This design comes from an exercise in tuning for small area on the open sky130 flow, not from production work.
Function was checked by simulation only, so behaviour that the tests miss may differ from the original.
Power figures rest on the tool's default switching activity, not on a simulated workload.

===== flow/flow/run.sh =====
#!/bin/bash
set -o pipefail
export BUFFER_PORTS_ARGS="-buffer_cell sky130_fd_sc_hd__buf_1"
export CTS_ARGS="-sink_clustering_enable -repair_clock_nets -dont_use_dummy_load"
bash standard.sh > standard.log 2>&1

===== flow/config.mk =====
export PLATFORM = sky130hd
export DESIGN_NAME = reflet_periph16
export DESIGN_NICKNAME = reflet_periph16
export VERILOG_FILES = /design/flow/design.v
export SDC_FILE = /design/flow/constraint.sdc
export NUM_CORES = 4
export LEC_CHECK = 0
export CAP_MARGIN = 20
export CORE_MARGIN = 2
export CORE_UTILIZATION = 40
export SLEW_MARGIN = 20

===== flow/constraint.sdc =====
create_clock -name core_clock -period 10.0 [get_ports {clk}]
set_input_delay 2.0000 -clock core_clock [delete_from_list [all_inputs] [get_ports {clk}]]
set_output_delay 2.0000 -clock core_clock [all_outputs]
set_load 0.01 [all_outputs]

===== flow/standard.sh =====
#!/bin/bash
# synth_recipe.tcl (not shown) runs the flow's synth.tcl, then flattens the netlist and writes it again
# the make line also repeats each setting of config.mk as NAME=value (left out here)
make -C /OpenROAD-flow-scripts/flow DESIGN_CONFIG=/design/flow/config.mk WORK_HOME=/design/flow/orfs CLKGATE_MAP_FILE= SYNTH_SCRIPT=/design/flow/synth_recipe.tcl "${@:-finish}"

===== flow/design.v =====
module reflet_counter #(
    parameter size = 8,
    inc_cmp = 0   
    )(
    input clk,
    input clear,
    input enable,
    input [size-1:0] last,
    output pulse
    );
    reg [size-1:0] counter;
    reg reached_max;
    reg reached_max_ark;
    wire [size:0] counter_inc = {1'b0, counter} + 1'b1;
    wire hit = inc_cmp ? (counter_inc == {1'b0, last}) : (counter == last);
    always @ (posedge clk)
        if(clear)
        begin
            counter <= 0;
            reached_max <= 0;
            reached_max_ark <= 0;
        end
        else
        begin
            if(enable)
            begin
                counter <= hit ? {size{1'b0}} : counter_inc[size-1:0];
                reached_max <= hit;
            end
            reached_max_ark <= reached_max;
        end
    assign pulse = reached_max & !reached_max_ark;
endmodule
module reflet_timer #(
    parameter pre1_size = 8
    )(
    input clk,
    input reset,
    input count_en,             
    input [pre1_size-1:0] pre1,
    input [7:0] pre2,
    input [7:0] mcnt,
    output interrupt
    );
    wire clear = !reset | (mcnt == 8'h0);
    wire p1_pulse, p2_pulse, m_pulse;
    wire pre1_out = (pre1 == 0) ? count_en : p1_pulse;
    wire pre2_out = (pre2 == 0) ? pre1_out : p2_pulse;
    reflet_counter #(.size(pre1_size+1), .inc_cmp(0)) pre1_cnt(
        .clk(clk),
        .clear(clear),
        .enable(count_en),
        .last({1'b0, pre1}),
        .pulse(p1_pulse));
    reflet_counter #(.size(9), .inc_cmp(0)) pre2_cnt(
        .clk(clk),
        .clear(clear),
        .enable(pre1_out),
        .last({1'b0, pre2}),
        .pulse(p2_pulse));
    reflet_counter #(.size(8), .inc_cmp(1)) mcnt_cnt(
        .clk(clk),
        .clear(clear),
        .enable(pre2_out),
        .last(mcnt),
        .pulse(m_pulse));
    assign interrupt = (mcnt == 8'h0) ? 1'b0 :
                       (mcnt == 8'h1) ? pre2_out : m_pulse;
endmodule
module reflet_uart (
    input clk,
    input reset,
    input [7:0] tx_data,
    input start_transmit,       
    output end_transmit,        
    output receive_done,        
    output reg [7:0] rx_data,
    input rx,
    output reg tx
    );
    reg [4:0] div;
    wire uart_en = div == 5'd0;
    always @ (posedge clk)
        if(!reset)
            div <= 5'd26;
        else if(div == 5'd25)
            div <= 5'd0;
        else if(div == 5'd26)
            div <= 5'd1;
        else
            div <= div + 1'b1;
    reg start_latched;
    reg [3:0] tx_state;
    reg [1:0] tx_sync;
    wire tx_end_long = tx_state == 4'd8;
    assign end_transmit = tx_end_long & (tx_sync == 2'd1) & (div == 5'd2);
    always @ (posedge clk)
        if(!reset | end_transmit)
            start_latched <= 0;
        else if(start_transmit)
            start_latched <= 1;
    always @ (posedge clk)
        if(!reset)
        begin
            tx_state <= 4'd9;
            tx <= 1;
            tx_sync <= 0;
        end
        else if(uart_en)
        begin
            if(tx_sync == 0)
            begin
                if(tx_state == 4'd9)
                begin
                    if(start_latched)
                    begin
                        tx_state <= 4'd0;
                        tx <= 0;
                    end
                    else
                        tx <= 1;
                end
                else
                begin
                    tx <= tx_state[3] | tx_data[tx_state[2:0]];
                    tx_state <= tx_state + 1'b1;
                end
            end
            tx_sync <= tx_sync + 1'b1;
        end
    reg [3:0] rx_count;
    reg [1:0] rx_sync;
    reg rx_sync_pass;
    reg [7:0] rx_shift;
    wire rx_busy = !(rx_count[3] & (rx_count[1] | rx_count[0]));
    assign receive_done = (rx_count == 4'd9) & (div == 5'd2);
    always @ (posedge clk)
        if(uart_en & rx_busy & (rx_sync == 0) & !rx_count[3])
            rx_shift <= {rx, rx_shift[7:1]};
    always @ (posedge clk)
        if(!reset)
        begin
            rx_count <= 4'd10;
            rx_data <= 0;
            rx_sync_pass <= 0;
            rx_sync <= 1;
        end
        else if(uart_en)
        begin
            if(rx_busy)
            begin
                if(rx_sync == 0)
                begin
                    if(rx_count[3])
                        rx_data <= rx_shift;
                    rx_count <= rx_count + 1'b1;
                end
                rx_sync <= rx_sync + 1'b1;
            end
            else
            begin
                if(!rx & rx_sync_pass)
                begin
                    rx_count <= 4'd0;
                    rx_sync_pass <= 0;
                end
                else
                begin
                    rx_count <= 4'd10;
                    if(!rx)
                        rx_sync_pass <= 1;
                end
            end
        end
endmodule
module reflet_pwm (
    input clk,
    input reset,
    input update,
    input restart_n,
    input [7:0] duty_cycle,
    input [7:0] max,
    output out
    );
    wire dc_zero = duty_cycle == 8'h0;
    wire dc_one  = duty_cycle == 8'h1;
    wire dc_ge   = duty_cycle >= max;
    wire using_count_off = !dc_zero & !dc_one & !dc_ge;
    wire using_count_base = using_count_off | dc_one;
    reg [7:0] cnt;
    reg reached_max, reached_max_ark;
    wire [8:0] cnt_inc = {1'b0, cnt} + 1'b1;
    wire hit = cnt_inc == {1'b0, max};
    always @ (posedge clk)
    begin
        if(update)
            cnt <= 0;
        else if(using_count_base)
            cnt <= hit ? 8'h0 : cnt_inc[7:0];
        if(!reset | update)
        begin
            reached_max <= 0;
            reached_max_ark <= 0;
        end
        else
        begin
            if(using_count_base)
                reached_max <= hit;
            reached_max_ark <= reached_max;
        end
    end
    wire base_freq = (max == 8'h0) ? 1'b0 :
                     (max == 8'h1) ? using_count_base :
                     reached_max & !reached_max_ark;
    reg out_normal, first;
    wire switch_off = using_count_off & ((duty_cycle == 8'h2) |
        (first ? (cnt_inc[7:0] == duty_cycle) : (cnt == duty_cycle)));
    always @ (posedge clk)
    begin
        if(!reset)
            out_normal <= 0;
        else if(restart_n)
        begin
            if(base_freq | update)
                out_normal <= 1;
            else if(switch_off)
                out_normal <= 0;
        end
        if(update)
            first <= 1;
        else if(base_freq)
            first <= 0;
    end
    assign out = dc_zero ? 1'b0 :
                 (dc_one ? base_freq :
                 (dc_ge ? 1'b1 : out_normal));
endmodule
module reflet_7seg (
    input clk,
    input reset,
    input [7:0] ctrl,
    input [7:0] num01,
    input [7:0] num23,
    output reg [6:0] segments,
    output [3:0] selection,
    output dot,
    output colon
    );
    reg [10:0] cnt_r;
    wire [1:0] cnt = cnt_r[10:9];
    always @ (posedge clk)
        if(!reset)
            cnt_r <= 0;
        else
            cnt_r <= cnt_r + 1'b1;
    wire [3:0] number = cnt[1] ? (cnt[0] ? num23[7:4] : num23[3:0]) :
                                 (cnt[0] ? num01[7:4] : num01[3:0]);
    always @ (*)
        case(number)
            4'h0: segments = 7'b1000000;
            4'h1: segments = 7'b1111001;
            4'h2: segments = 7'b0100100;
            4'h3: segments = 7'b0110000;
            4'h4: segments = 7'b0011001;
            4'h5: segments = 7'b0010010;
            4'h6: segments = 7'b0000010;
            4'h7: segments = 7'b1111000;
            4'h8: segments = 7'b0000000;
            4'h9: segments = 7'b0010000;
            4'hA: segments = 7'b0001000;
            4'hB: segments = 7'b0000011;
            4'hC: segments = 7'b1000110;
            4'hD: segments = 7'b0100001;
            4'hE: segments = 7'b0000110;
            default: segments = 7'b0001110;
        endcase
    assign selection = {4{ctrl[0]}} & (4'b0001 << cnt);
    assign colon = !ctrl[1];
    assign dot = !ctrl[4 + cnt];
endmodule
module reflet_power_pwm (
    input clk,
    input reset,
    input update,
    input restart_n,
    input [7:0] power,
    output out
    );
    wire p_zero = power == 8'h00;
    wire p_full = power == 8'hFF;
    wire using_count_off = !p_zero & !p_full;
    wire using_count_base = !p_full;
    reg [7:0] cnt;
    reg reached_max, reached_max_ark;
    wire hit = cnt == 8'hFF;
    always @ (posedge clk)
    begin
        if(update)
            cnt <= 0;
        else if(using_count_base)
            cnt <= cnt + 1'b1;
        if(!reset | update)
        begin
            reached_max <= 0;
            reached_max_ark <= 0;
        end
        else
        begin
            if(using_count_base)
                reached_max <= hit;
            reached_max_ark <= reached_max;
        end
    end
    wire base_freq = reached_max & !reached_max_ark;
    reg out_normal, first;
    wire switch_off = using_count_off & ((power == 8'h1) |
        (first ? (cnt == power) : (cnt == power + 1'b1)));
    always @ (posedge clk)
    begin
        if(!reset)
            out_normal <= 0;
        else if(restart_n)
        begin
            if(base_freq | update)
                out_normal <= 1;
            else if(switch_off)
                out_normal <= 0;
        end
        if(update)
            first <= 1;
        else if(base_freq)
            first <= 0;
    end
    assign out = p_zero ? base_freq : (p_full ? 1'b1 : out_normal);
endmodule
module reflet_synth (
    input clk,
    input reset,
    input restart_n,
    input [1:0] shape,
    input [5:0] tone,
    input shape_changed,    
    output synth_out
    );
    reg [5:0] tone_late;
    reg tone_changed;
    always @ (posedge clk)
    begin
        tone_late <= tone;
        tone_changed <= tone != tone_late;
    end
    wire update = tone_changed | shape_changed;
    reg [13:0] divisor;
    always @ (*)
        case(tone_late)
            6'd0: divisor = 14'd14431;
            6'd1: divisor = 14'd13621;
            6'd2: divisor = 14'd12856;
            6'd3: divisor = 14'd12135;
            6'd4: divisor = 14'd11454;
            6'd5: divisor = 14'd10811;
            6'd6: divisor = 14'd10204;
            6'd7: divisor = 14'd9631;
            6'd8: divisor = 14'd9091;
            6'd9: divisor = 14'd8581;
            6'd10: divisor = 14'd8099;
            6'd11: divisor = 14'd7645;
            6'd12: divisor = 14'd7215;
            6'd13: divisor = 14'd6810;
            6'd14: divisor = 14'd6428;
            6'd15: divisor = 14'd6067;
            6'd16: divisor = 14'd5727;
            6'd17: divisor = 14'd5405;
            6'd18: divisor = 14'd5102;
            6'd19: divisor = 14'd4816;
            6'd20: divisor = 14'd4545;
            6'd21: divisor = 14'd4290;
            6'd22: divisor = 14'd4050;
            6'd23: divisor = 14'd3822;
            6'd24: divisor = 14'd3608;
            6'd25: divisor = 14'd3405;
            6'd26: divisor = 14'd3214;
            6'd27: divisor = 14'd3034;
            6'd28: divisor = 14'd2863;
            6'd29: divisor = 14'd2703;
            6'd30: divisor = 14'd2551;
            6'd31: divisor = 14'd2408;
            6'd32: divisor = 14'd2273;
            6'd33: divisor = 14'd2145;
            6'd34: divisor = 14'd2025;
            6'd35: divisor = 14'd1911;
            6'd36: divisor = 14'd1804;
            6'd37: divisor = 14'd1703;
            6'd38: divisor = 14'd1607;
            6'd39: divisor = 14'd1517;
            6'd40: divisor = 14'd1432;
            6'd41: divisor = 14'd1351;
            6'd42: divisor = 14'd1276;
            6'd43: divisor = 14'd1204;
            6'd44: divisor = 14'd1136;
            6'd45: divisor = 14'd1073;
            6'd46: divisor = 14'd1012;
            6'd47: divisor = 14'd956;
            6'd48: divisor = 14'd902;
            6'd49: divisor = 14'd851;
            6'd50: divisor = 14'd804;
            6'd51: divisor = 14'd758;
            6'd52: divisor = 14'd716;
            6'd53: divisor = 14'd676;
            6'd54: divisor = 14'd638;
            6'd55: divisor = 14'd602;
            6'd56: divisor = 14'd568;
            6'd57: divisor = 14'd536;
            6'd58: divisor = 14'd506;
            6'd59: divisor = 14'd478;
            6'd60: divisor = 14'd451;
            6'd61: divisor = 14'd426;
            6'd62: divisor = 14'd402;
            default: divisor = 14'd379;  
        endcase
    wire [13:0] duty = (shape == 2'b01 ? {3'b000, divisor[13:3]} :
                       (shape == 2'b10 ? {2'b00, divisor[13:2]} :
                                         {1'b0, divisor[13:1]}));
    wire running = shape != 2'b00;
    reg [13:0] cnt;
    reg reached_max;
    wire [13:0] cnt_inc = cnt + 1'b1;
    wire hit = cnt_inc == divisor;
    always @ (posedge clk)
    begin
        if(update)
            cnt <= 0;
        else if(running)
            cnt <= hit ? 14'h0 : cnt_inc;
        if(!reset | update)
            reached_max <= 0;
        else if(running)
            reached_max <= hit;
    end
    wire base_freq = reached_max;
    reg out_normal, first;
    wire switch_off = running & (first ? (cnt_inc == duty) : (cnt == duty));
    always @ (posedge clk)
    begin
        if(!reset)
            out_normal <= 0;
        else if(restart_n)
        begin
            if(base_freq | update)
                out_normal <= 1;
            else if(switch_off)
                out_normal <= 0;
        end
        if(update)
            first <= 1;
        else if(base_freq)
            first <= 0;
    end
    assign synth_out = running & out_normal;
endmodule
module reflet_extended_io (
    input clk,
    input reset,
    input [6:0] io_addr,
    input edit_gpo,
    input gpo_write,
    output gpi_read,
    output gpo_read,
    input [127:0] gpi,
    output reg [127:0] gpo
    );
    assign gpi_read = gpi[io_addr];
    assign gpo_read = gpo[io_addr];
    wire [7:0] sel_hi;
    wire [15:0] sel_lo;
    genvar i;
    generate
        for(i=0; i<8; i=i+1) begin : g_hi
            assign sel_hi[i] = (edit_gpo & (io_addr[6:4] == i)) | !reset;
        end
        for(i=0; i<16; i=i+1) begin : g_lo
            assign sel_lo[i] = (io_addr[3:0] == i) | !reset;
        end
    endgenerate
    wire wdata = gpo_write & reset;
    generate
        for(i=0; i<128; i=i+1) begin : g_bit
            always @ (posedge clk)
                if(sel_hi[i/16] & sel_lo[i%16])
                    gpo[i] <= wdata;
        end
    endgenerate
endmodule
module reflet_periph16 (
    input clk,
    input reset,
    input enable,
    output [3:0] interrupt_request,
    output cpu_enable,
    input [14:0] addr,
    input [7:0] data_in,
    output [7:0] data_out,
    input write_en,
    input [15:0] gpi,
    output [15:0] gpo,
    input rx,
    output tx,
    output pwm,
    output [6:0] segments,
    output [3:0] seg_select,
    output seg_dot,
    output seg_colon,
    output synth_out,
    input [127:0] ext_io_in,
    output [127:0] ext_io_out
    );
    wire rst = !reset;
    wire bus_sel = enable & (addr[14:6] == 9'b111111100);
    wire [5:0] offset = addr[5:0];
    wire bus_wr = bus_sel & write_en;
    wire [63:0] we = {63'h0, bus_wr} << offset;
    wire [7:0] din0 = data_in & {8{reset}};
    wire [7:0] din1 = {data_in[7:1] & {7{reset}}, data_in[0] | rst};
    reg [7:0] int_en, int_level;
    reg [15:0] gpo_r, rise_mask, fall_mask;
    reg [7:0] t1_pre1, t1_pre2, t1_mcnt;
    reg [7:0] t2_pre1, t2_pre2, t2_mcnt;
    reg [7:0] tx_data;
    reg [7:0] pwm_freq, pwm_duty;
    reg [7:0] seg_ctrl, seg_num01, seg_num23;
    reg [7:0] power;
    reg [7:0] synth_reg;
    reg [6:0] io_addr;
    always @ (posedge clk)
    begin
        if(we[4]  | rst) int_en <= din0;
        if(we[5]  | rst) int_level <= din0;
        if(we[8]  | rst) gpo_r[7:0] <= din0;
        if(we[9]  | rst) gpo_r[15:8] <= din0;
        if(we[12] | rst) rise_mask[7:0] <= din0;
        if(we[13] | rst) rise_mask[15:8] <= din0;
        if(we[14] | rst) fall_mask[7:0] <= din0;
        if(we[15] | rst) fall_mask[15:8] <= din0;
        if(we[16] | rst) t1_pre1 <= din0;
        if(we[17] | rst) t1_pre2 <= din0;
        if(we[18] | rst) t1_mcnt <= din0;
        if(we[19] | rst) t2_pre1 <= din0;
        if(we[20] | rst) t2_pre2 <= din0;
        if(we[21] | rst) t2_mcnt <= din0;
        if(we[23] | rst) tx_data <= din0;
        if(we[26] | rst) pwm_freq <= din0;
        if(we[27] | rst) pwm_duty <= din0;
        if(we[28] | rst) seg_ctrl <= din0;
        if(we[29] | rst) seg_num01 <= din0;
        if(we[30] | rst) seg_num23 <= din0;
        if(we[32] | rst) power <= data_in | {8{rst}};
        if(we[33] | rst) synth_reg <= din0;
        if(we[34] | rst) io_addr <= din0[6:0];
    end
    assign gpo = gpo_r;
    reg restart_n;
    always @ (posedge clk)
        restart_n <= reset;
    reg pwm_update, power_update, shape_changed;
    always @ (posedge clk)
    begin
        pwm_update <= rst ? ((pwm_freq != 8'h0) | (pwm_duty != 8'h0)) :
                      ((we[26] & (data_in != pwm_freq)) | (we[27] & (data_in != pwm_duty)));
        power_update <= rst ? (power != 8'hFF) : (we[32] & (data_in != power));
        shape_changed <= rst ? (synth_reg[7:6] != 2'b00) : (we[33] & (data_in[7:6] != synth_reg[7:6]));
    end
    reg [15:0] prev_gpi;
    always @ (posedge clk)
        prev_gpi <= gpi;
    wire int_gpio = |((gpi & ~prev_gpi & rise_mask) | (~gpi & prev_gpi & fall_mask));
    wire int_timer, int_timer2;
    reflet_timer #(.pre1_size(8)) timer (
        .clk(clk),
        .reset(reset),
        .count_en(1'b1),
        .pre1(t1_pre1),
        .pre2(t1_pre2),
        .mcnt(t1_mcnt),
        .interrupt(int_timer));
    reflet_timer #(.pre1_size(7)) timer2 (
        .clk(clk),
        .reset(reset),
        .count_en(t2_pre1[0] ? int_timer : 1'b1),
        .pre1(t2_pre1[7:1]),
        .pre2(t2_pre2),
        .mcnt(t2_mcnt),
        .interrupt(int_timer2));
    reg [7:0] tx_cmd, rx_cmd;
    wire end_transmit, receive_done;
    wire [7:0] rx_data;
    always @ (posedge clk)
    begin
        if(rst | end_transmit)
            tx_cmd <= 8'h1;
        else if(we[22])
            tx_cmd <= data_in;
        if(rst)
            rx_cmd <= 8'h1;
        else if(receive_done)
            rx_cmd <= 8'h0;
        else if(we[24])
            rx_cmd <= data_in;
    end
    reflet_uart uart (
        .clk(clk),
        .reset(reset),
        .tx_data(tx_data),
        .start_transmit(tx_cmd == 8'h0),
        .end_transmit(end_transmit),
        .receive_done(receive_done),
        .rx_data(rx_data),
        .rx(rx),
        .tx(tx));
    wire int_uart = receive_done;
    reg [7:0] status;
    wire [3:0] int_list = {int_timer2, int_timer, int_uart, int_gpio} & int_en[3:0];
    wire int_updating = |int_list;
    always @ (posedge clk)
        if(rst)
            status <= 0;
        else if(int_updating)
            status <= {status[7:4], status[3:0] | int_list};
        else if(we[7])
            status <= data_in;
    wire [3:0] int_active = status[3:0] & int_en[3:0];
    reg [3:0] cpu_int;
    integer k;
    always @ (*)
    begin
        cpu_int = 4'h0;
        for(k=0; k<4; k=k+1)
            cpu_int = cpu_int | ({3'h0, int_active[k]} << int_level[2*k +: 2]);
    end
    assign interrupt_request = cpu_int;
    reflet_pwm pwm_generator (
        .clk(clk),
        .reset(reset),
        .update(pwm_update),
        .restart_n(restart_n),
        .duty_cycle(pwm_duty),
        .max(pwm_freq),
        .out(pwm));
    reflet_7seg seg7 (
        .clk(clk),
        .reset(reset),
        .ctrl(seg_ctrl),
        .num01(seg_num01),
        .num23(seg_num23),
        .segments(segments),
        .selection(seg_select),
        .dot(seg_dot),
        .colon(seg_colon));
    reg [7:0] sleep;
    wire int_detected = |(sleep[7:4] & cpu_int);
    always @ (posedge clk)
        if(rst)
            sleep <= 0;
        else if(int_detected)
            sleep[0] <= 0;
        else if(we[31])
            sleep <= data_in;
    wire power_pwm_out;
    reflet_power_pwm power_pwm (
        .clk(clk),
        .reset(reset),
        .update(power_update),
        .restart_n(restart_n),
        .power(power),
        .out(power_pwm_out));
    assign cpu_enable = sleep[0] ? 1'b0 : (sleep[1] ? power_pwm_out : 1'b1);
    reflet_synth synth (
        .clk(clk),
        .reset(reset),
        .restart_n(restart_n),
        .shape(synth_reg[7:6]),
        .tone(synth_reg[5:0]),
        .shape_changed(shape_changed),
        .synth_out(synth_out));
    reg [7:0] io_ctrl;
    reg io_update;
    wire gpi_read, gpo_read;
    always @ (posedge clk)
    begin
        if(rst)
            io_ctrl <= 0;
        else if(io_ctrl[3] | io_update)
            io_ctrl <= {5'h0, io_ctrl[2], gpo_read, gpi_read};
        else if(we[35])
            io_ctrl <= data_in;
        io_update <= rst | (we[34] & (data_in[6:0] != io_addr)) | io_ctrl[3];
    end
    reflet_extended_io ext_io (
        .clk(clk),
        .reset(reset),
        .io_addr(io_addr),
        .edit_gpo(io_ctrl[3]),
        .gpo_write(io_ctrl[2]),
        .gpi_read(gpi_read),
        .gpo_read(gpo_read),
        .gpi(ext_io_in),
        .gpo(ext_io_out));
    reg [7:0] rdata;
    always @ (*)
        case(offset)
            6'd0:  rdata = 8'h01;
            6'd2:  rdata = 8'hFA;
            6'd3:  rdata = 8'h1F;
            6'd4:  rdata = int_en;
            6'd5:  rdata = int_level;
            6'd7:  rdata = status;
            6'd8:  rdata = gpo_r[7:0];
            6'd9:  rdata = gpo_r[15:8];
            6'd10: rdata = gpi[7:0];
            6'd11: rdata = gpi[15:8];
            6'd12: rdata = rise_mask[7:0];
            6'd13: rdata = rise_mask[15:8];
            6'd14: rdata = fall_mask[7:0];
            6'd15: rdata = fall_mask[15:8];
            6'd16: rdata = t1_pre1;
            6'd17: rdata = t1_pre2;
            6'd18: rdata = t1_mcnt;
            6'd19: rdata = t2_pre1;
            6'd20: rdata = t2_pre2;
            6'd21: rdata = t2_mcnt;
            6'd22: rdata = tx_cmd;
            6'd23: rdata = tx_data;
            6'd24: rdata = rx_cmd;
            6'd25: rdata = rx_data;
            6'd26: rdata = pwm_freq;
            6'd27: rdata = pwm_duty;
            6'd28: rdata = seg_ctrl;
            6'd29: rdata = seg_num01;
            6'd30: rdata = seg_num23;
            6'd31: rdata = sleep;
            6'd32: rdata = power;
            6'd33: rdata = synth_reg;
            6'd34: rdata = {1'b0, io_addr};
            6'd35: rdata = io_ctrl;
            default: rdata = 8'h00;
        endcase
    assign data_out = rdata & {8{bus_sel}};
endmodule

==> qor.yml, run 1 <==
critical_path:
  r2r_start: "t1_pre1[4]"
  worst-path-max-fanout: 10
  startpoint: "addr[0]"
  criticalPathCategory: "primary input to output port"
  crit_path_end_kind: "output port"
  worstPathArrival_ns: 4.82
  crit_path_start_kind: "primary input"
  critPathRequiredTime_ns: 8.00
layout:
  fin_nets: 3232
  regMostFlops: "ext_io.gpo"
  n_fill_cell: 6718
  largest_register_ffs: 128
  drive_gt1_share_pct: 8.674
  final_area_mm2: 0.03248
  final_core_util_pct: 45.67
  layout_common_cells: "343 x nor2_1, 343 x buf_1, 319 x edfxtp_1"
  syn_to_final_growth_pct: 13.62
clock_tree:
  clkSinkCount: 544
  post_cts_resized: 0
  clk_pin_slew_worst_paths_ns: 0.06
  cts_tree: "built"
  cts_buffers: 59
  h-tree-depth: 2
  cts_hold_buffers: 0
  cts_setup_buffers: 0
  insertion_delay_ns: 0.65
  cts_buffer_depth: 3
  cts_root_buffer: "clkbuf_16"
floorplanning:
  start_util_pct: 40.20
  die_y_um: 271.3
  die-area_mm2: 0.07362
  rows: 98
  io_pins: 345
  coreArea_mm2: 0.07112
  die_w_um: 271.3
sta:
  finalMaxSlewViolations: 0
  min_period_over_period_pct: 68.15
  finalWorstSetupSlack_ns: 3.185
  rsz0062_at_grt: "no"
  finalSetupTns_ns: 0
  clock_skew_ns: 0.06209
  tightest_slew_ns: 1.202
  timing.slew.headroom_pct: 19.56
  clock.fmax_mhz: 146.7
  period_needed_ns: 6.815
  final-hold-violation-count: 0
  setup_viol: 0
placed_design:
  dp_hpwl_um: 85820
  place_area_mm2: 0.03099
  finalWeightedCongestion: 0.9948
  place_ws_ns: 3.277
  portBuffers: 344
routing:
  wl_um: 114300
  wl_per_cell_um: 28.87
  drt_iter0_markers: 2577
  drcViolationCount: 0
  routed_via_density: 6.181
  firstDrtPassIters: 8
  vias: 24480
  postRouteAntennaNets: 0
synth:
  ys_seq_elements: 544
  synthDistinctLibCells: 87
  synthesis.area_mm2: 0.02859
  avgSynthCellArea_um2: 10.61
  async_reset_ff_share_pct: 0
  yosys_most_used_dff: "edfxtp_1"
  yosysSeqAreaShare_pct: 49.27
  synth_edf_count: 319
  syn_nets: 2916
  yosys_warnings: 10
  syn-instance-count: 2695
global_route:
  track_usage_pct: 30.24
  grt_pass1_vias: 23900
  antenna_found_initial: 5
  grt_pass1_wl_um: 164200
  grt_max_degree: 100
  gr-total-overflow: 0
min_path:
  min_from: "timer.pre1_cnt.reached_max"
  min_path_type: "flip-flop to flip-flop"
status:
  status: "finished clean"
power:
  p_per_area_mw_per_mm2: 161.3
  p_leak_uw: 0.01123
  ir_worst_vdd_v: 0.0001121
  power_uw: 5239
job:
  maxCapViolCount: 0
==> synthesized netlist by cell type (all sizes together), types with 33 or more instances <==
master | number | area [um^2]
a21oi | 98 | 490.5
a22oi | 72 | 540.5
a31oi | 33 | 206.5
buf | 44 | 215.2
clkbuf | 106 | 399.1
dfxtp | 225 | 4504
edfxtp | 319 | 9579
ha | 49 | 613.1
inv | 55 | 206.5
mux2i | 72 | 720.7
mux4 | 91 | 2049
nand2 | 228 | 855.8
nand3 | 87 | 435.4
nand4 | 64 | 400.4
nor2 | 348 | 1309
nor2b | 35 | 219.0
nor3 | 42 | 225.2
nor4 | 40 | 250.2
o21ai | 91 | 455.4
xnor2 | 109 | 954.7
xor2 | 99 | 867.1
==> through the flow <==
stage	hold WS, ns	std cells
after floorplan	0.3462	2695
after global placement	0.4273	3899
after detailed placement	0.4280	3900
after CTS	0.4361	3959
after global routing	0.4500	3960
final	0.4354	3960
==> cell families (layout without fill, tap and decap cells) <==
| kind of cell | count (synthesis) | count (layout) | synth area share [%] |
|---|---|---|---|
| AND/OR/NAND/NOR | 1023 | 1023 | 17.37 |
| flip-flops | 544 | 544 | 49.27 |
| AO/OA/AOI/OAI | 490 | 490 | 11.78 |
| XOR/XNOR | 209 | 209 | 6.456 |
| buffers and inverters | 207 | 521 | 2.898 |
| multiplexers | 173 | 173 | 10.08 |
| adder cells (fa/ha/maj) | 49 | 49 | 2.145 |
| other | 0 | 1 | 0 |
==> power breakdown <==
part	leakage [uW]	internal, uW	switching (uW)
Clock	0.000727	1020	837
Combinational	0.00556	281	416
Sequential	0.00494	2490	190
==> routing by layer <==
layer  routed length, um  share of wire [%]  GRT usage [%]
met1               45950                 40          39.27
met2               54330                 48          49.99
met3                9120                8.0          5.254
met4                4886                4.3          12.48
met5                  30              0.026              0
==> area by class of cell <==
class	instances	area (um^2)	area share, %
flip-flops and latches	544	14080	43.36
diodes	1	2.502	0.007704
multi-input cells	1944	13760	42.38
well taps	950	1189	3.660
inverters	57	214.0	0.6587
clock buffers	59	1476	4.546
repair buffers	405	1750	5.389
==> critical path, cell delays in order <==
cell       delay (ns)
buf_1            0.30
inv_1            0.10
nand2_1          0.35
nor2_1           0.28
buf_4            0.24
a22oi_1          0.20
nand4_1          0.18
a2111oi_0        0.78
a31oi_1          0.20
buf_1            0.17
==> final timing paths <==
kind                                                  endpoint  slack (ns)  cells past startpoint
worst max-delay path                               data_out[7]        3.18                     10
worst min-delay path            timer.pre1_cnt.reached_max_ark        0.44                      2
worst max register to register      timer2.pre2_cnt.counter[2]        6.16                      8
worst min register to register  timer.pre1_cnt.reached_max_ark        0.44                      2
==> run 2: changes to the inputs <==
==> flow/flow/run.sh (replaced) <==
#!/bin/bash
set -o pipefail
export BUFFER_PORTS_ARGS="-buffer_cell sky130_fd_sc_hd__buf_1"
export CTS_ARGS="-sink_clustering_enable -repair_clock_nets -dont_use_dummy_load -buf_list sky130_fd_sc_hd__clkbuf_4"
bash standard.sh > standard.log 2>&1
--- a/flow/config.mk
+++ b/flow/config.mk
@@ -7,2 +7,3 @@
 export LEC_CHECK = 0
+export ABC_AREA = 1
 export CAP_MARGIN = 20
==> qor.yml, run 2 <==
layout:
  regMostFlops: "ext_io.gpo"
  final_common_cell: "nand2_1"
  fin_nets: 4066
  largest_register_ffs: 128
  drive_gt1_share_pct: 6.193
  layout_common_cells: "648 x nand2_1, 461 x nor2_1, 428 x inv_1"
  syn_to_final_growth_pct: 12.70
synth:
  yosys_warnings: 10
  yosys_most_used_dff: "edfxtp_1"
  yosysSeqAreaShare_pct: 49.84
  synthesis.area_mm2: 0.02826
  syn_nets: 3626
  synth_edf_count: 319
  syn-instance-count: 3405
  avgSynthCellArea_um2: 8.298
  synthDistinctLibCells: 59
  async_reset_ff_share_pct: 0
  synth_most_common_cell: "nand2_1"
  synth_top_area_share_pct: 33.90
  synth.top_cells.by_count: "648 x nand2_1, 467 x nor2_1, 431 x inv_1"
  yosys.area.top_type: "edfxtp_1"
  ys_seq_elements: 544
  synthTopCellsByArea: "edfxtp_1 34%, dfxtp_1 16%, nand2_1 8.6%"
floorplanning:
  die_y_um: 269.8
  die-area_mm2: 0.07278
  die_w_um: 269.8
  coreArea_mm2: 0.07003
  io_pins: 345
  rows: 97
  start_util_pct: 40.35
clock_tree:
  h-tree-depth: 4
  cts_hold_buffers: 0
  cts_tree: "built"
  clk_pin_slew_worst_paths_ns: 0.06
  clkSinkCount: 544
  cts_root_buffer: "clkbuf_4"
  cts_buffer_depth: 3
  cts_setup_buffers: 0
  post_cts_resized: 0
  cts_buffers: 152
  insertion_delay_ns: 1.01
sta:
  min_period_over_period_pct: 65.98
  rsz0062_at_grt: "no"
  timing.slew.headroom_pct: 21.52
  setup_viol: 0
  finalSetupTns_ns: 0
  clock_skew_ns: 0.1164
  timing.hold.ws_ns: 0.4056
  tightest_slew_ns: 1.176
  final-hold-violation-count: 0
  period_needed_ns: 6.598
  finalMaxSlewViolations: 0
  clock.fmax_mhz: 151.6
routing:
  wl_um: 101700
  wl_per_cell_um: 21.24
  drcViolationCount: 0
  routed_via_density: 5.558
  vias: 26630
  postRouteAntennaNets: 0
  firstDrtPassIters: 6
  drt_iter0_markers: 2699
critical_path:
  worstPathArrival_ns: 4.60
  rrSetupSlack_ns: 6.87
  crit_path_start_kind: "primary input"
  cpPeakStageDelay_ns: 0.62
  crit_path_end: "data_out[4]"
  worst-path-max-fanout: 5
  startpoint: "addr[3]"
  r2r_start: "io_addr[1]"
  crit_path_end_kind: "output port"
  critical_path.cell_chain: "buf_1 -> nor2_1 -> inv_1 -> nor3_1 -> a21oi_1 -> o2111ai_1 -> nor4_1 -> nand2_1 -> o21ai_0 -> inv_1 -> buf_1"
  critPathRequiredTime_ns: 8.00
  rr_worst_depth: 11
  cp_slowest_cell: "o21ai_0"
  rr_endpoint: "io_ctrl[0]"
  criticalPathCategory: "primary input to output port"
global_route:
  antenna_found_initial: 5
  grt_max_degree: 129
  gr-total-overflow: 0
  grt_pass1_vias: 24850
  track_usage_pct: 27.14
  grt_pass1_wl_um: 151400
placed_design:
  portBuffers: 344
  finalWeightedCongestion: 0.9383
  dp_hpwl_um: 75140
power:
  p_leak_uw: 0.01262
  p_per_area_mw_per_mm2: 150.7
  ir_worst_vdd_v: 0.00009309
status:
  status: "finished clean"
min_path:
  min_path_type: "flip-flop to flip-flop"
job:
  maxCapViolCount: 0
run 2: cell count changes after synthesis, moves of 37 or more:
cell and delta:
mux4_2 -91, nor2_1 +120, mux2i_1 -71, nand3_1 +61
a22oi_1 +82, o21ai_0 +96, inv_1 +376, xnor2_1 -84
o22ai_1 +37, a21oi_1 +97, nand2_1 +420
run 2: through the flow:
stage / setup slack, ns / instance area [um^2] / std cells / total power [uW] / util (%)
2_1_floorplan: 4.731 / 28260 / 3405 / 3021 / -
3_3_place_gp: 3.603 / 30650 / 4629 / 3311 / 43.76
3_5_place_dp: 3.564 / 30660 / 4630 / 3310 / 43.78
4_1_cts: 3.556 / 31800 / 4782 / 4830 / 45.41
5_1_grt: 3.264 / 31840 / 4789 / 5028 / 45.47
6_report: 3.402 / 31850 / 4790 / 4800 / 45.48
run 2: cells by family after synthesis:
group	synth area share, %
and+or+nand+nor	21.52
AOI/OAI and AO/OA	16.31
DFF	49.84
buffers and inverters	7.302
xor gates and xnor gates	2.816
adders and majority gates	2.170
muxes	0.03543
run 2: how the worst min path moves through the flow:
stage / from / endpoint / slack, ns / cells after the start
4_1_cts: uart.rx_shift[7] / uart.rx_shift[6] / 0.39 / 0
3_5_place_dp: timer.pre1_cnt.reached_max / timer.pre1_cnt.reached_max_ark / 0.42 / 2
3_3_place_gp: timer.pre1_cnt.reached_max / timer.pre1_cnt.reached_max_ark / 0.41 / 2
6_report: uart.rx_shift[7] / uart.rx_shift[6] / 0.41 / 0
2_1_floorplan: synth_reg[4] / synth.tone_late[4] / 0.35 / 0
5_1_grt: uart.rx_shift[7] / uart.rx_shift[6] / 0.39 / 0
run 2: layer usage:
metal / track usage [%] / vias up / wire [um] / part of all wire [%]
met5: 0 / - / 0 / 0
met4: 9.137 / 0 / 2570 / 2.5
met3: 7.095 / 171 / 10760 / 11
met2: 39.54 / 1336 / 43430 / 43
met1: 38.96 / 12530 / 44970 / 44
li1: - / 12590 / - / -
run 2: power by group:
group	internal, uW	switching [uW]
combinational	207	472
sequential	2490	114
clock	685	832
total	3380	1420
run 2: worst max-delay path, delay by kind of cell:
| kind | cells | cell delay [ns] |
|---|---|---|
| compound gates | 3 | 1.23 |
| buf+inv | 4 | 0.64 |
| simple gates | 4 | 0.72 |
run 2: final cells by class:
class / count / area [um^2]
Fill cell: 7062 / 38180
Sequential cell: 544 / 14080
Multi-Input combinational cell: 2322 / 12170
Inverter: 439 / 1648
Timing Repair Buffer: 386 / 1612
Tap cell: 940 / 1176
Clock buffer: 152 / 1141
Antenna cell: 7 / 17.52
==> run 3: changes to the inputs <==
==> flow/flow/run.sh (replaced) <==
#!/bin/bash
set -o pipefail
export BUFFER_PORTS_ARGS="-buffer_cell sky130_fd_sc_hd__buf_1"
export CTS_ARGS="-sink_clustering_enable -repair_clock_nets -dont_use_dummy_load -buf_list sky130_fd_sc_hd__clkbuf_2"
bash standard.sh > standard.log 2>&1
==> qor.yml, run 3 <==
critical_path:
  r2r_start: "io_addr[1]"
  worstPathArrival_ns: 4.55
  worst-path-max-fanout: 8
  crit_path_end_kind: "output port"
  criticalPathCategory: "primary input to output port"
  startpoint: "addr[2]"
  crit_path_start_kind: "primary input"
  cpPeakStageDelay_ns: 0.57
  rrSetupSlack_ns: 6.85
  critical_path.cell_chain: "buf_1 -> inv_1 -> nand2_1 -> inv_1 -> nand2_1 -> nor2_1 -> a22oi_1 -> o221ai_1 -> nor4_1 -> nand2_1 -> o21ai_0 -> inv_1 -> buf_1"
  rr_worst_depth: 11
  crit_buf_inv: 5
  cp_slowest_cell: "o21ai_0"
  rr_endpoint: "io_ctrl[0]"
  critPathRequiredTime_ns: 8.00
  critPathTopFamily: "compound AO/OA/AOI/OAI gates"
sta:
  setup_viol: 0
  tightest_slew_ns: 1.157
  finalSetupTns_ns: 0
  rsz0062_at_grt: "no"
  finalWorstSetupSlack_ns: 3.451
  final-hold-violation-count: 0
  period_needed_ns: 6.549
  finalMaxSlewViolations: 0
  timing.slew.headroom_pct: 22.76
  clock.fmax_mhz: 152.7
  clock_skew_ns: 0.1577
  min_period_over_period_pct: 65.49
layout:
  final_core_util_pct: 44.93
  drive_gt1_share_pct: 6.144
  largest_register_ffs: 128
  regMostFlops: "ext_io.gpo"
  final_common_cell: "nand2_1"
  fin_nets: 4064
  syn_to_final_growth_pct: 11.35
  layout_common_cells: "648 x nand2_1, 461 x nor2_1, 428 x inv_1"
  n_fill_cell: 7111
synth:
  synth_edf_count: 319
  yosys.area.top_type: "edfxtp_1"
  ys_seq_elements: 544
  synth_most_common_cell: "nand2_1"
  synthDistinctLibCells: 59
  yosys_most_used_dff: "edfxtp_1"
  synthTopCellsByArea: "edfxtp_1 34%, dfxtp_1 16%, nand2_1 8.6%"
  syn_nets: 3626
  synth_top_area_share_pct: 33.90
  syn-instance-count: 3405
  avgSynthCellArea_um2: 8.298
  yosys_warnings: 10
  synthesis.area_mm2: 0.02826
  synth.top_cells.by_count: "648 x nand2_1, 467 x nor2_1, 431 x inv_1"
  yosysSeqAreaShare_pct: 49.84
  async_reset_ff_share_pct: 0
global_route:
  grtUsageMet2_pct: 39.53
  grt_use_met1_pct: 39.02
  met3_usage_pct: 7.059
  grt_pass1_wl_um: 151500
  gr-total-overflow: 0
  antenna_found_initial: 5
  grt_max_degree: 129
  grt_pass1_vias: 24890
  track_usage_pct: 27.14
  grt_busiest_layer: "met2"
clock_tree:
  cts_tree: "built"
  cts_root_buffer: "clkbuf_2"
  clk_pin_slew_worst_paths_ns: 0.08
  cts_buffers: 150
  cts_buffer_depth: 3
  post_cts_resized: 0
  clkSinkCount: 544
  cts_hold_buffers: 0
  cts_setup_buffers: 0
  h-tree-depth: 4
  insertion_delay_ns: 1.34
power:
  p_leak_uw: 0.01255
  ir_worst_vdd_v: 0.00007478
  p_per_area_mw_per_mm2: 143.0
routing:
  postRouteAntennaNets: 0
  wl_per_cell_um: 21.26
  drcViolationCount: 0
  drt_iter0_markers: 2904
  wl_um: 101800
  routed_via_density: 5.551
  firstDrtPassIters: 6
  vias: 26600
floorplanning:
  start_util_pct: 40.35
  die_w_um: 269.8
  io_pins: 345
  rows: 97
  die_y_um: 269.8
  coreArea_mm2: 0.07003
  die-area_mm2: 0.07278
placed_design:
  place_ws_ns: 3.564
  dp_hpwl_um: 75140
  portBuffers: 344
  finalWeightedCongestion: 0.9383
min_path:
  min_from: "timer.pre2_cnt.reached_max"
  holdPathEnd: "timer.pre2_cnt.reached_max_ark"
  min_path_type: "flip-flop to flip-flop"
  hold_depth: 2
job:
  maxCapViolCount: 0
status:
  status: "finished clean"
## run 3: cell counts after synthesis
No cell type changed its count.
## run 3: cell type report
cell class	instances	area (um^2)	area share, %
Inverter	439	1648	5.237
Antenna cell	10	25.02	0.07954
Sequential cell	544	14080	44.76
Clock buffer	150	750.7	2.386
Timing Repair Buffer	386	1612	5.122
Multi-Input combinational cell	2322	12170	38.67
Tap cell	940	1176	3.738
## run 3: logic make-up (layout without fill, tap and decap cells)
group	Yosys count	in the layout	synth area share, %
other	0	10	0
adders and majority gates	49	49	2.170
muxes	1	1	0.03543
buffers and inverters	539	975	7.302
xor gates and xnor gates	90	90	2.816
AOI/OAI and AO/OA	738	738	16.31
and+or+nand+nor	1444	1444	21.52
DFF	544	544	49.84
## run 3: how the worst max path moves through the flow
stage | end | slack (ns) | depth (start not counted)
floorplan | data_out[2] | 4.73 | 11
global placement | data_out[4] | 3.60 | 11
detailed placement | data_out[4] | 3.56 | 11
CTS | data_out[4] | 3.56 | 13
global route | data_out[4] | 3.26 | 11
finish | data_out[4] | 3.45 | 13
## run 3: through the flow
stage | power, uW | area, um^2 | hold slack (ns) | instances
floorplan | 3021 | 28260 | 0.3462 | 3405
global placement | 3311 | 30650 | 0.4101 | 4629
detailed placement | 3310 | 30660 | 0.4201 | 4630
CTS | 4528 | 31410 | 0.3822 | 4780
global route | 4727 | 31460 | 0.4010 | 4791
finish | 4500 | 31460 | 0.3787 | 4791
## run 3: power by group
part           switching, uW  internal [uW]  total (uW)
registers                114           2480        2600
clock network            833            389        1220
logic                    473            207         680
total                   1420           3080        4500
## run 3: tightest hold or removal path, cell delays in order, from the launching register on
cell,delay [ns]
dfxtp_1,0.31
inv_1,0.05
nor2_1,0.05
## run 3: routing by layer
layer,vias to the layer above,wire length (um)
li1,12580,-
met1,12540,45000
met2,1318,43530
met3,155,10810
met4,0,2487
met5,-,0
==> run 4: changes to the inputs <==
==> flow/run.sh (new file) <==
#!/bin/bash
# synth_recipe.tcl (not shown) runs the flow's synth.tcl, then flattens the netlist and writes it again
# the make line also repeats each setting of config.mk as NAME=value (left out here)
make -C /OpenROAD-flow-scripts/flow DESIGN_CONFIG=/design/flow/config.mk WORK_HOME=/design/flow/orfs CLKGATE_MAP_FILE= SYNTH_SCRIPT=/design/flow/synth_recipe.tcl finish
--- a/flow/config.mk
+++ b/flow/config.mk
@@ -7,3 +7,2 @@
 export LEC_CHECK = 0
-export ABC_AREA = 1
 export CAP_MARGIN = 20
removed: flow/flow/run.sh
removed: flow/standard.sh
==> qor.yml, run 4 <==
synth:
  yosys.area.top_type: "edfxtp_1"
  synthTopCellsByArea: "edfxtp_1 34%, dfxtp_1 16%, mux4_2 7.2%"
  yosysSeqAreaShare_pct: 49.27
  synthDistinctLibCells: 87
  syn-instance-count: 2695
  ys_seq_elements: 544
  synth_most_common_cell: "nor2_1"
  avgSynthCellArea_um2: 10.61
  synth_top_area_share_pct: 33.51
  yosys_warnings: 10
  yosys_most_used_dff: "edfxtp_1"
  synth.top_cells.by_count: "347 x nor2_1, 319 x edfxtp_1, 228 x nand2_1"
  synth_edf_count: 319
  async_reset_ff_share_pct: 0
  syn_nets: 2916
  synthesis.area_mm2: 0.02859
sta:
  clock.fmax_mhz: 131.9
  clock_skew_ns: 0.03597
  finalWorstSetupSlack_ns: 2.416
  period_needed_ns: 7.584
  finalMaxSlewViolations: 0
  tightest_slew_ns: 1.216
  finalSetupTns_ns: 0
  timing.hold.ws_ns: 0.4468
  min_period_over_period_pct: 75.84
  timing.slew.headroom_pct: 18.62
  final-hold-violation-count: 0
  setup_viol: 0
  rsz0062_at_grt: "no"
routing:
  postRouteAntennaNets: 0
  firstDrtPassIters: 6
  drcViolationCount: 0
  routed_via_density: 6.050
  wl_per_cell_um: 28.78
  wl_um: 115500
  vias: 24270
  drt_iter0_markers: 2634
clock_tree:
  cts_buffer_depth: 3
  h-tree-depth: 2
  clk_pin_slew_worst_paths_ns: 0.06
  clkSinkCount: 544
  cts_hold_buffers: 0
  cts_root_buffer: "clkbuf_16"
  cts_tree: "built"
  insertion_delay_ns: 0.66
  cts_buffers: 60
  cts_setup_buffers: 0
  post_cts_resized: 0
power:
  ir_worst_vdd_v: 0.0001476
  p_per_area_mw_per_mm2: 166.4
  p_leak_uw: 0.01248
layout:
  syn_to_final_growth_pct: 23.52
  final_area_mm2: 0.03531
  largest_register_ffs: 128
  fin_nets: 3230
  regMostFlops: "ext_io.gpo"
  layout_common_cells: "343 x nor2_1, 343 x clkdlybuf4s50_1, 319 x edfxtp_1"
  drive_gt1_share_pct: 9.768
  final_core_util_pct: 49.65
floorplanning:
  die_w_um: 271.3
  io_pins: 345
  die_y_um: 271.3
  die-area_mm2: 0.07362
  start_util_pct: 40.20
  rows: 98
  coreArea_mm2: 0.07112
placed_design:
  dp_hpwl_um: 87290
  portBuffers: 344
  place_ws_ns: 2.397
  finalWeightedCongestion: 0.9717
  place_area_mm2: 0.03310
min_path:
  min_path_type: "flip-flop to flip-flop"
critical_path:
  crit_path_end_kind: "output port"
  worstPathArrival_ns: 5.58
  criticalPathCategory: "primary input to output port"
  rrSetupSlack_ns: 5.53
  crit_path_start_kind: "primary input"
  critPathRequiredTime_ns: 8.00
  worst-path-max-fanout: 9
status:
  status: "finished clean"
global_route:
  track_usage_pct: 30.53
  grt_pass1_wl_um: 164900
  gr-total-overflow: 0
  antenna_found_initial: 7
  grt_pass1_vias: 23600
  grt_max_degree: 129
job:
  maxCapViolCount: 0
-- run 4: changes by cell type in the layout (fill, tap and decap cells not counted), moves of 61 or more --
| cell | previous run | this run |
|---|---|---|
| a21oi_1 | 189 | 95 |
| a22oi_1 | 154 | 72 |
| buf_1 | 343 | 0 |
| clkbuf_16 | 0 | 63 |
| clkbuf_2 | 151 | 0 |
| clkdlybuf4s50_1 | 0 | 343 |
| inv_1 | 428 | 55 |
| mux2i_1 | 1 | 72 |
| mux4_2 | 0 | 91 |
| nand2_1 | 648 | 228 |
| nand3_1 | 148 | 87 |
| nor2_1 | 461 | 343 |
| o21ai_0 | 176 | 89 |
| xnor2_1 | 25 | 109 |
-- run 4: worst max-delay path: stages --
cell and delay, ns:
clkdlybuf4s50_1 0.58, nor2b_1 0.40, nand2_1 0.27, nor2_1 0.89, a22o_1 0.27, a221oi_1 0.05
and4_1 0.34, a21oi_1 0.21, clkdlybuf4s50_1 0.57
-- run 4: path summary, 6_finish.rpt --
path,cells after the start,from,end
setup reg to reg,8,t1_pre1[0],timer2.pre2_cnt.counter[3]
hold / removal,0,uart.rx_shift[3],uart.rx_shift[2]
hold reg to reg,0,uart.rx_shift[3],uart.rx_shift[2]
setup / recovery,9,addr[4],data_out[4]
-- run 4: cell type report --
cell class	count	area (um^2)
clock inverters	42	548.0
flip-flops and latches	544	14080
multi-input cells	1944	13750
clock buffers	72	1640
repair buffers	402	3877
inverters	57	214.0
fillers	6359	35810
well taps	950	1189
diodes	1	2.502
-- run 4: stage by stage --
step	instances	total power, uW
after floorplan	2695	3077
after global placement	3895	3473
after detailed placement	3896	3482
after CTS	4010	5903
after global routing	4011	6054
final	4012	5877
-- run 4: where the power goes --
| part | total (uW) | internal (uW) | leakage, uW | switching (uW) |
|---|---|---|---|---|
| Sequential | 2670 | 2490 | 0.00494 | 185 |
| Clock | 2430 | 1420 | 0.00107 | 1000 |
| Combinational | 777 | 358 | 0.00646 | 418 |
-- run 4: layer usage --
metal,global-route usage (%),vias up,wire [um]
li1,-,10720,-
met1,39.71,12170,46590
met2,50.83,1174,55160
met3,5.104,204,9101
met4,11.93,4,4579
met5,0,-,24
-- run 4: kinds of logic (layout without fill, tap and decap cells) --
kind of cell / after synthesis / count (layout) / synth area share [%]
compound gates: 490 / 490 / 11.78
xor+xnor: 209 / 209 / 6.456
fa+ha+maj: 49 / 49 / 2.145
buf+inv: 207 / 573 / 2.898
flops: 544 / 544 / 49.27
mux: 173 / 173 / 10.08
other cells: 0 / 1 / 0
simple gates: 1023 / 1023 / 17.37
==> run 5: changes to the inputs <==
--- a/flow/design.v
+++ b/flow/design.v
@@ -522,3 +522,3 @@
     wire [7:0] din0 = data_in & {8{reset}};
-    wire [7:0] din1 = {data_in[7:1] & {7{reset}}, data_in[0] | rst};
+    reg [7:0] rdata;
     reg [7:0] int_en, int_level;
@@ -564,8 +564,9 @@
     reg pwm_update, power_update, shape_changed;
+    wire [7:0] wr_diff = data_in ^ rdata;
+    wire wr_changes = |wr_diff;
     always @ (posedge clk)
     begin
-        pwm_update <= rst ? ((pwm_freq != 8'h0) | (pwm_duty != 8'h0)) :
-                      ((we[26] & (data_in != pwm_freq)) | (we[27] & (data_in != pwm_duty)));
-        power_update <= rst ? (power != 8'hFF) : (we[32] & (data_in != power));
-        shape_changed <= rst ? (synth_reg[7:6] != 2'b00) : (we[33] & (data_in[7:6] != synth_reg[7:6]));
+        pwm_update <= rst | ((we[26] | we[27]) & wr_changes);
+        power_update <= rst | (we[32] & wr_changes);
+        shape_changed <= rst | (we[33] & (|wr_diff[7:6]));
     end
@@ -694,3 +695,3 @@
             io_ctrl <= data_in;
-        io_update <= rst | (we[34] & (data_in[6:0] != io_addr)) | io_ctrl[3];
+        io_update <= rst | (we[34] & (|wr_diff[6:0])) | io_ctrl[3];
     end
@@ -706,41 +707,39 @@
         .gpo(ext_io_out));
-    reg [7:0] rdata;
+    wire [63:0] rsel = 64'h1 << offset;
     always @ (*)
-        case(offset)
-            6'd0:  rdata = 8'h01;
-            6'd2:  rdata = 8'hFA;
-            6'd3:  rdata = 8'h1F;
-            6'd4:  rdata = int_en;
-            6'd5:  rdata = int_level;
-            6'd7:  rdata = status;
-            6'd8:  rdata = gpo_r[7:0];
-            6'd9:  rdata = gpo_r[15:8];
-            6'd10: rdata = gpi[7:0];
-            6'd11: rdata = gpi[15:8];
-            6'd12: rdata = rise_mask[7:0];
-            6'd13: rdata = rise_mask[15:8];
-            6'd14: rdata = fall_mask[7:0];
-            6'd15: rdata = fall_mask[15:8];
-            6'd16: rdata = t1_pre1;
-            6'd17: rdata = t1_pre2;
-            6'd18: rdata = t1_mcnt;
-            6'd19: rdata = t2_pre1;
-            6'd20: rdata = t2_pre2;
-            6'd21: rdata = t2_mcnt;
-            6'd22: rdata = tx_cmd;
-            6'd23: rdata = tx_data;
-            6'd24: rdata = rx_cmd;
-            6'd25: rdata = rx_data;
-            6'd26: rdata = pwm_freq;
-            6'd27: rdata = pwm_duty;
-            6'd28: rdata = seg_ctrl;
-            6'd29: rdata = seg_num01;
-            6'd30: rdata = seg_num23;
-            6'd31: rdata = sleep;
-            6'd32: rdata = power;
-            6'd33: rdata = synth_reg;
-            6'd34: rdata = {1'b0, io_addr};
-            6'd35: rdata = io_ctrl;
-            default: rdata = 8'h00;
-        endcase
+        rdata =
+            ({8{rsel[0]}} & 8'h01) |
+            ({8{rsel[2]}} & 8'hFA) |
+            ({8{rsel[3]}} & 8'h1F) |
+            ({8{rsel[4]}} & int_en) |
+            ({8{rsel[5]}} & int_level) |
+            ({8{rsel[7]}} & status) |
+            ({8{rsel[8]}} & gpo_r[7:0]) |
+            ({8{rsel[9]}} & gpo_r[15:8]) |
+            ({8{rsel[10]}} & gpi[7:0]) |
+            ({8{rsel[11]}} & gpi[15:8]) |
+            ({8{rsel[12]}} & rise_mask[7:0]) |
+            ({8{rsel[13]}} & rise_mask[15:8]) |
+            ({8{rsel[14]}} & fall_mask[7:0]) |
+            ({8{rsel[15]}} & fall_mask[15:8]) |
+            ({8{rsel[16]}} & t1_pre1) |
+            ({8{rsel[17]}} & t1_pre2) |
+            ({8{rsel[18]}} & t1_mcnt) |
+            ({8{rsel[19]}} & t2_pre1) |
+            ({8{rsel[20]}} & t2_pre2) |
+            ({8{rsel[21]}} & t2_mcnt) |
+            ({8{rsel[22]}} & tx_cmd) |
+            ({8{rsel[23]}} & tx_data) |
+            ({8{rsel[24]}} & rx_cmd) |
+            ({8{rsel[25]}} & rx_data) |
+            ({8{rsel[26]}} & pwm_freq) |
+            ({8{rsel[27]}} & pwm_duty) |
+            ({8{rsel[28]}} & seg_ctrl) |
+            ({8{rsel[29]}} & seg_num01) |
+            ({8{rsel[30]}} & seg_num23) |
+            ({8{rsel[31]}} & sleep) |
+            ({8{rsel[32]}} & power) |
+            ({8{rsel[33]}} & synth_reg) |
+            ({8{rsel[34]}} & {1'b0, io_addr}) |
+            ({8{rsel[35]}} & io_ctrl);
     assign data_out = rdata & {8{bus_sel}};
==> flow/flow/run.sh (new file) <==
#!/bin/bash
set -o pipefail
export BUFFER_PORTS_ARGS="-buffer_cell sky130_fd_sc_hd__buf_1"
export CTS_ARGS="-sink_clustering_enable -repair_clock_nets -dont_use_dummy_load -buf_list sky130_fd_sc_hd__clkbuf_8 -sink_clustering_size 14 -sink_clustering_max_diameter 70"
bash standard.sh > standard.log 2>&1
==> flow/standard.sh (new file) <==
#!/bin/bash
# synth_recipe.tcl (not shown) runs the flow's synth.tcl, then flattens the netlist and writes it again
# the make line also repeats each setting of config.mk as NAME=value (left out here)
make -C /OpenROAD-flow-scripts/flow DESIGN_CONFIG=/design/flow/config.mk WORK_HOME=/design/flow/orfs CLKGATE_MAP_FILE= SYNTH_SCRIPT=/design/flow/synth_recipe.tcl "${@:-finish}"
--- a/flow/config.mk
+++ b/flow/config.mk
@@ -7,2 +7,3 @@
 export LEC_CHECK = 0
+export ABC_AREA = 1
 export CAP_MARGIN = 20
removed: flow/run.sh
==> qor.yml, run 5 <==
power:
  ir_worst_vdd_v: 0.0001072
  p_leak_uw: 0.01235
  p_per_area_mw_per_mm2: 142.6
layout:
  instances_no_fill: 4814
  drive_gt1_share_pct: 3.382
  largest_register_ffs: 128
  final_core_util_pct: 44.80
  syn_to_final_growth_pct: 11.06
  regMostFlops: "ext_io.gpo"
  fin_nets: 4096
  final_common_cell: "nand2_1"
  layout_common_cells: "912 x nand2_1, 482 x nor2_1, 364 x inv_1"
floorplanning:
  io_pins: 345
  start_util_pct: 40.34
  coreArea_mm2: 0.07003
  rows: 97
  die_w_um: 269.7
  die_y_um: 269.7
  die-area_mm2: 0.07276
sta:
  timing.hold.ws_ns: 0.4249
  setup_viol: 0
  clock_skew_ns: 0.1549
  finalSetupTns_ns: 0
  timing.slew.headroom_pct: 20.42
  finalWorstSetupSlack_ns: 3.421
  rsz0062_at_grt: "no"
  finalMaxSlewViolations: 0
  min_period_over_period_pct: 65.79
  clock.fmax_mhz: 152.0
  tightest_slew_ns: 1.194
  final-hold-violation-count: 0
  period_needed_ns: 6.579
clock_tree:
  cts_buffers: 50
  post_cts_resized: 0
  cts_setup_buffers: 0
  cts_hold_buffers: 0
  cts_buffer_depth: 3
  cts_tree: "built"
  h-tree-depth: 2
  clkSinkCount: 544
  clk_pin_slew_worst_paths_ns: 0.09
  insertion_delay_ns: 0.73
  cts_root_buffer: "clkbuf_8"
synth:
  yosys_most_used_dff: "edfxtp_1"
  synthDistinctLibCells: 54
  yosysSeqAreaShare_pct: 49.86
  yosys_warnings: 10
  ys_seq_elements: 544
  avgSynthCellArea_um2: 7.998
  synthesis.area_mm2: 0.02825
  synth_top_area_share_pct: 33.91
  synth_edf_count: 319
  async_reset_ff_share_pct: 0
  syn_nets: 3753
  synth_most_common_cell: "nand2_1"
  synth.top_cells.by_count: "912 x nand2_1, 487 x nor2_1, 368 x inv_1"
  synthTopCellsByArea: "edfxtp_1 34%, dfxtp_1 16%, nand2_1 12%"
  yosys.area.top_type: "edfxtp_1"
  syn-instance-count: 3532
critical_path:
  crit_path_end_kind: "output port"
  rr_worst_depth: 13
  criticalPathCategory: "primary input to output port"
  worst-path-max-fanout: 13
  rr_endpoint: "status[6]"
  rrSetupSlack_ns: 6.68
  crit_path_start_kind: "primary input"
  worstPathArrival_ns: 4.58
  r2r_start: "t1_pre1[1]"
  critPathRequiredTime_ns: 8.00
min_path:
  min_from: "timer.pre1_cnt.reached_max"
  holdPathEnd: "timer.pre1_cnt.reached_max_ark"
  hold_depth: 2
  min_path_type: "flip-flop to flip-flop"
routing:
  wl_per_cell_um: 22.11
  vias: 26510
  routed-wl-met2_um: 47360
  drt_iter0_markers: 3142
  postRouteAntennaNets: 0
  drcViolationCount: 0
  wl_met3_um: 8419
  met1_length_um: 47370
  top_layer_used: "met4"
  routed_via_density: 5.507
  wl_um: 106500
  firstDrtPassIters: 6
global_route:
  grt_pass1_vias: 24680
  track_usage_pct: 28.33
  grt_pass1_wl_um: 156900
  grt_max_degree: 129
  antenna_found_initial: 2
  gr-total-overflow: 0
placed_design:
  dp.cells: 4763
  portBuffers: 344
  place_ws_ns: 3.501
  finalWeightedCongestion: 1.012
  dp_hpwl_um: 80230
job:
  maxCapViolCount: 0
status:
  status: "finished clean"
==> run 5: cell types whose count changed in the layout (fill, tap and decap cells not counted), moves of 86 or more <==
cell | previous run | this run
clkdlybuf4s50_1 | 343 | 0
inv_1 | 55 | 364
buf_1 | 0 | 343
o21ai_0 | 89 | 181
nand2_1 | 228 | 912
nor2_1 | 343 | 482
xnor2_1 | 109 | 23
a21oi_1 | 95 | 203
mux4_2 | 91 | 0
==> run 5: worst max path at each step <==
stage                     startpoint     endpoint  slack [ns]
final                        addr[4]  data_out[6]        3.42
after global routing         addr[4]  data_out[2]        3.30
after CTS                    addr[4]  data_out[2]        3.51
after detailed placement     addr[4]  data_out[2]        3.50
after global placement       addr[4]  data_out[2]        3.54
after floorplan              addr[4]  data_out[0]        4.71
==> run 5: report_power, final <==
| part | switching (uW) | internal (uW) | leakage, uW |
|---|---|---|---|
| Sequential | 121 | 2490 | 0.00486 |
| Combinational | 471 | 205 | 0.00713 |
| Clock | 744 | 444 | 0.000360 |
| Total | 1340 | 3140 | 0.0124 |
==> run 5: cell type report <==
type / instances / area (um^2)
clock buffers: 50 / 688.2
well taps: 940 / 1176
inverters: 372 / 1396
diodes: 1 / 2.502
repair buffers: 381 / 1589
multi-input cells: 2526 / 12440
fillers: 7209 / 38660
flip-flops and latches: 544 / 14080
==> run 5: per-layer routing <==
metal | up-vias | GRT usage [%]
li1 | 12550 | -
met1 | 12580 | 40.27
met2 | 1191 | 44.40
met3 | 199 | 4.364
met4 | 0 | 8.670
met5 | - | 0
==> run 5: worst max-delay path, stage by stage <==
cell     delay [ns]
buf_1          0.23
nand3_1        0.57
nor2_1         0.76
nand2_1        0.10
o21ai_0        0.18
nor2_1         0.07
nand2_1        0.15
nor2_1         0.10
a21oi_1        0.22
buf_1          0.18
==> run 5: cells by family after synthesis <==
logic type	Yosys count	share of synthesized area, %
XOR/XNOR	72	2.232
AND/OR/NAND/NOR	1767	26.06
flip-flops	544	49.86
AO/OA/AOI/OAI	638	13.45
buffers and inverters	462	6.232
adder cells (fa/ha/maj)	49	2.170
==> run 5: per-stage QoR <==
step / total power (uW) / cell area [um^2]
2_1_floorplan: 3019 / 28250
3_3_place_gp: 3322 / 30670
3_5_place_dp: 3322 / 30680
4_1_cts: 4485 / 31370
5_1_grt: 4645 / 31370
6_report: 4474 / 31370
==> run 6: changes to the inputs <==
==> flow/flow/run.sh (replaced) <==
#!/bin/bash
set -o pipefail
export BUFFER_PORTS_ARGS="-buffer_cell sky130_fd_sc_hd__buf_1"
export CTS_ARGS="-sink_clustering_enable -repair_clock_nets -dont_use_dummy_load -buf_list sky130_fd_sc_hd__clkbuf_4 -sink_clustering_size 8 -sink_clustering_max_diameter 50"
bash standard.sh > standard.log 2>&1
==> qor.yml, run 6 <==
status:
  status: "finished clean"
routing:
  drcViolationCount: 0
  vias: 26850
  wl_per_cell_um: 21.99
  drt_iter0_markers: 3019
  wl_um: 106800
  routed_via_density: 5.531
  firstDrtPassIters: 6
  postRouteAntennaNets: 0
layout:
  multi_input_area_mm2: 0.01244
  largest_register_ffs: 128
  final_common_cell: "nand2_1"
  final_core_util_pct: 44.77
  register_area_mm2: 0.01408
  fin_nets: 4134
  n_fill_cell: 7245
  final_area_mm2: 0.03135
  syn_to_final_growth_pct: 10.98
  layout_common_cells: "912 x nand2_1, 482 x nor2_1, 364 x inv_1"
  regMostFlops: "ext_io.gpo"
  drive_gt1_share_pct: 4.321
floorplanning:
  die-area_mm2: 0.07276
  coreArea_mm2: 0.07003
  start_util_pct: 40.34
  die_w_um: 269.7
  io_pins: 345
  rows: 97
  die_y_um: 269.7
synth:
  yosysSeqAreaShare_pct: 49.86
  synth-simple-area-share_pct: 26.06
  synth.top_cells.by_count: "912 x nand2_1, 487 x nor2_1, 368 x inv_1"
  yosys_most_used_dff: "edfxtp_1"
  synth_mux_area_share_pct: 0
  synth_edf_count: 319
  ys_seq_elements: 544
  synth_top_area_share_pct: 33.91
  synthesis.area_mm2: 0.02825
  synth_top_family_by_area: "simple AND/OR/NAND/NOR gates"
  synthTopCellsByArea: "edfxtp_1 34%, dfxtp_1 16%, nand2_1 12%"
  yosys_warnings: 10
  avgSynthCellArea_um2: 7.998
  async_reset_ff_share_pct: 0
  synthDistinctLibCells: 54
  synth-adder-area-share_pct: 2.170
  synth_most_common_cell: "nand2_1"
  yosys.area.top_type: "edfxtp_1"
  synth-xor-area-share_pct: 2.232
  syn_nets: 3753
  synth_compound_area_share_pct: 13.45
  syn-instance-count: 3532
placed_design:
  portBuffers: 344
  dp_hpwl_um: 80230
  place_area_mm2: 0.03068
  finalWeightedCongestion: 1.012
global_route:
  track_usage_pct: 28.56
  gr-total-overflow: 0
  grt_max_degree: 129
  grt_pass1_vias: 25100
  antenna_found_initial: 4
  grt_pass1_wl_um: 158000
min_path:
  min_path_type: "flip-flop to flip-flop"
  hold_depth: 2
  holdPathEnd: "timer.pre1_cnt.reached_max_ark"
  min_from: "timer.pre1_cnt.reached_max"
clock_tree:
  cts_tree: "built"
  cts_buffer_depth: 3
  cts_root_buffer: "clkbuf_4"
  insertion_delay_ns: 0.96
  clk_pin_slew_worst_paths_ns: 0.08
  post_cts_resized: 0
  cts_setup_buffers: 0
  cts_buffers: 88
  clkSinkCount: 544
  h-tree-depth: 3
  cts_hold_buffers: 0
critical_path:
  rr_endpoint: "status[5]"
  crit_path_start_kind: "primary input"
  critPathRequiredTime_ns: 8.00
  criticalPathCategory: "primary input to output port"
  rrSetupSlack_ns: 6.63
  r2r_start: "t1_pre1[0]"
  crit_path_end_kind: "output port"
  worstPathArrival_ns: 4.54
  worst-path-max-fanout: 13
  rr_worst_depth: 13
sta:
  timing.slew.headroom_pct: 23.20
  final-hold-violation-count: 0
  clock_skew_ns: 0.1735
  timing.hold.ws_ns: 0.4245
  setup_viol: 0
  tightest_slew_ns: 1.151
  rsz0062_at_grt: "no"
  period_needed_ns: 6.537
  min_period_over_period_pct: 65.37
  finalMaxSlewViolations: 0
  finalSetupTns_ns: 0
  clock.fmax_mhz: 153.0
power:
  seqPwrFrac_pct: 58.7
  power_uw: 4449
  ir_worst_vdd_v: 0.00009045
  clkPwrFrac_pct: 26.1
  swShare_pct: 30.40
  p_comb_share_pct: 15.2
  p_int_uw: 3096
  p_leak_uw: 0.01240
  power_switching_uw: 1352
  p_per_area_mw_per_mm2: 141.9
job:
  maxCapViolCount: 0
==> run 6: cell counts after synthesis <==
No cell type changed its count.
==> run 6: metal layers <==
layer	up-vias	part of all wire (%)	GRT usage [%]
li1	12670	-	-
met1	12760	44	40.03
met2	1228	44	44.22
met3	195	8.5	5.655
met4	0	3.2	9.357
met5	-	0	0
==> run 6: cell type report <==
cell class	instances	area share [%]
tap	940	3.751
timing repair buffer	381	5.068
clock buffer	88	2.107
antenna	4	0.03193
multi-input combinational	2526	39.67
inverter	372	4.454
sequential	544	44.92
==> run 6: stage by stage <==
step | setup slack, ns | std cells
finish | 3.463 | 4855
global route | 3.341 | 4855
CTS | 3.510 | 4851
detailed placement | 3.501 | 4763
global placement | 3.541 | 4763
floorplan | 4.712 | 3532
==> run 6: worst max-delay path by stage <==
| stage | from | to |
|---|---|---|
| 5_1_grt | addr[4] | data_out[2] |
| 3_3_place_gp | addr[4] | data_out[2] |
| 3_5_place_dp | addr[4] | data_out[2] |
| 6_report | addr[4] | data_out[2] |
| 4_1_cts | addr[4] | data_out[2] |
| 2_1_floorplan | addr[4] | data_out[0] |
==> run 6: cells by family (layout without fill, tap and decap cells) <==
logic type / Yosys count / in the layout
AO/OA/AOI/OAI: 638 / 638
XOR/XNOR: 72 / 72
adder cells (fa/ha/maj): 49 / 49
buffers and inverters: 462 / 841
flip-flops: 544 / 544
other: 0 / 4
AND/OR/NAND/NOR: 1767 / 1767
==> run 6: critical path: stages <==
cell     delay, ns
buf_1         0.24
nand3_1       0.55
nor2_1        0.49
inv_1         0.16
o21ai_0       0.41
nor2_1        0.09
nand2_1       0.07
nor2_1        0.07
a21oi_1       0.25
buf_1         0.19
==> run 6: power by group through the flow <==
stage	sequential, uW	combinational, uW	clock, uW
after CTS	2610	667	1190
final	2610	676	1160
after global placement	2660	663	0
after global routing	2620	743	1280
after detailed placement	2660	665	0
after floorplan	2620	404	0

[separate check: timing with driven ports]
How much do the figures lean on ideal ports? The routed layouts below were timed once more, with nothing changed but the port constraints.
Step 1: set_driving_cell puts a clkbuf_16 on clk and a buf_2 on each other input, an assumption about the parent block.
Step 2 times the ports against the registers' clock, not the clock port: input delays grow and output delays shrink by t, the midpoint of the rising clock arrivals with the driver on.
Three values: ideal ports, drivers, drivers and shift; two values: the first two.
| run | t (ns) | setup slack, ns |
|---|---|---|
| run 1 | 0.682 | 3.185 / 3.151 / 3.151 |
| run 2 | 1.010 | 3.402 / 3.350 / 3.350 |
| run 3 | 1.297 | 3.451 / 3.402 / 3.402 |
| run 4 | 0.711 | 2.416 / 2.383 / 2.383 |
| run 5 | 0.722 | 3.421 / 3.388 / 3.388 |
| run 6 | 0.916 | 3.463 / 3.427 / 3.427 |
After both steps setup and hold are still met in every run listed.
